Source: an optimization exercise on an open RTL-to-GDS flow (aim: small area and a short achievable clock period). Production flows keep margins and buffers that such runs may drop. The RTL was checked by simulation tests, not by an equivalence proof against the original design.

lane 1:
// ssemi_adc_decimator_core
module ssemi_adc_decimator_core (
    input  wire        i_clk,           
    input  wire        i_rst_n,         
    input  wire        i_enable,        
    input  wire        i_valid,         
    input  wire [15:0] i_data,          
    input  wire        i_coeff_we,      
    input  wire [1:0]  i_coeff_addr,    
    input  wire [17:0] i_coeff_data,    
    output wire        o_valid,         
    output wire [23:0] o_data,          
    output wire        o_overflow,      
    output wire        o_underflow      
);
Size: about 2400 cells after synthesis, about 890 flip-flops, roughly 68 I/O pins, about 36000 um^2 of cells after synthesis.
Settings: LEC_CHECK=0, CAP_MARGIN=20, CORE_MARGIN=2, CORE_UTILIZATION=45, CTS_CLUSTER_DIAMETER=100, CTS_CLUSTER_SIZE=24, PLACE_DENSITY=0.6, SLEW_MARGIN=20, SYNTH_HIERARCHICAL=1, SYNTH_MINIMUM_KEEP_SIZE=0; clock period 12.0 ns.
standard.sh (not shown) runs the stock make flow with config.mk's settings and CLKGATE_MAP_FILE= SYNTH_SCRIPT=/design/flow/synth_recipe.tcl, a recipe that flattens the netlist after the stock synthesis.
==> flow/flow/run.sh <==
#!/bin/bash
set -euo pipefail
export BUFFER_PORTS_ARGS="-buffer_cell sky130_fd_sc_hd__buf_2"
bash standard.sh > standard_flow.log 2>&1
#### Input delta (lane 2 over lane 1)
--- a/flow/design.v
+++ b/flow/design.v
@@ -431,58 +431,53 @@
         case (ph[2:0])
             3'd2:    mr <= J[11:6];
             3'd3:    mr <= J[17:12];
             3'd4:    mr <= J[23:18];
             3'd5:    mr <= J[29:24];
             3'd6:    mr <= J[35:30];
             3'd7:    mr <= J[41:36];
             3'd0:    mr <= {2'd0, J[45:42]};
             default: mr <= J[5:0];
         endcase
     end
-    reg  [4:1]  cv;        
-    reg  [4:1]  cf;        
+    reg  [4:1]  cz;        
     always @(posedge i_clk or negedge i_rst_n) begin
-        if (!i_rst_n) begin
-            cv <= 4'h0;
-            cf <= 4'h0;
-        end else begin
-            if (r_clr)
-                cv <= 4'h0;
-            else if (ph == 6'd12)
-                cv <= 4'hf;
-            cf <= {ph == 6'd4, ph == 6'd3, ph == 6'd2, ph == 6'd1};
-        end
+        if (!i_rst_n)
+            cz <= 4'hf;
+        else if (r_clr)
+            cz <= 4'hf;
+        else if (ph == 6'd12)
+            cz <= 4'h0;
     end
     reg [191:0] Df;        
     reg [17:0]  pipe;      
     reg [4:1]   bc;        
     wire [5:0]  diff4;
     reg  [5:0]  pipe4;
     genvar k;
     generate
         for (k = 1; k <= 4; k = k + 1) begin : comb
             wire [5:0] ink;
             if (k == 1) begin : i1_
                 assign ink = mr;
             end else begin : in_
                 assign ink = pipe[6*(k-2) +: 6];
             end
             wire act = (ph >= k + 1) && (ph <= k + 8);
-            wire [5:0] dk = Df[48*(k-1) +: 6] & {6{cv[k]}};
+            wire [5:0] dk = Df[48*(k-1) +: 6] & {6{~cz[k]}};
             wire [5:0] diff;
             wire       co;
             ssemi_adc_decimator_rca #(.N(6)) sub (
-                .a(ink), .b(~dk), .ci(bc[k] | cf[k]), .s(diff), .co(co));
+                .a(ink), .b(~dk), .ci(bc[k]), .s(diff), .co(co));
             always @(posedge i_clk) begin
-                bc[k] <= co;
+                bc[k] <= (ph == k) | co;    
                 if (act)
                     Df[48*(k-1) +: 48] <= {ink, Df[48*(k-1)+6 +: 42]};
             end
             if (k < 4) begin : p_
                 always @(posedge i_clk) pipe[6*(k-1) +: 6] <= diff;
             end else begin : l_
                 assign diff4 = diff;
                 always @(posedge i_clk) pipe4 <= diff;
             end
         end
     endgenerate
Findings:
Number of clock buffers in the layout was lower in the run labelled lane 1. Comparing lane 1 with lane 2, the first-pass GRT wire length came out essentially unchanged. Compared with lane 1, lane 2 shows die area that has gone down slightly. Core utilization: lane 1 vs lane 2, no meaningful difference. Lane 1 → lane 2: critical path depth climbed 2; final-layout clock-cell area share barely changed. Side by side, fraction of registers with async set or reset after synthesis turned out lower in lane 2 than in lane 1. Lane 1 → lane 2: met3 global-route usage picked up an extra 0.17 points, least setup slack across all paths after layout lost 150 ps. Higher post-detailed-placement half-perimeter wirelength among lane 1 and lane 2: lane 1. Fill cell total of the finished layout on lane 2 is up relative to lane 1. Of lane 1 and lane 2, the lower peak clock frequency supported by timing belongs to lane 2. From lane 1 to lane 2 the numbers moved as follows: global routing usage summed across all routing layers level; initial antenna violation count went down 1.

-- re-timing with driven ports --
In the flow no input, the clock included, has a driving cell. The finished layouts below were timed again as built, in two steps.
Step 1: set_driving_cell puts a clkbuf_16 on i_clk and a buf_2 on each other input, an assumption about the parent block.
Step 2 times the ports against the registers' clock, not the clock port: input delays grow and output delays shrink by t, the midpoint of the rising clock arrivals with the driver on.
Three values: no drivers, after step 1, after step 2; two values: the first two.
| run | t, ns | setup slack, ns | worst hold slack (ns) | worst register clock-pin slew, ns | pins driven straight from the clock port |
|---|---|---|---|---|---|
| lane 1 | 0.664 | 8.328 / 8.328 / 7.926 | 0.354 / 0.354 / 0.354 | 0.10 / 0.10 | 1 |
| lane 2 | 0.663 | 8.179 / 8.179 / 7.599 | 0.351 / 0.351 / 0.351 | 0.10 / 0.10 | 1 |
After both steps setup and hold are still met in every run listed. For lane 2, which loses most, drivers alone change the setup slack by 0.000 ns; drivers and shift together by -0.580 ns. The worst setup slack also covers recovery checks on asynchronous resets.
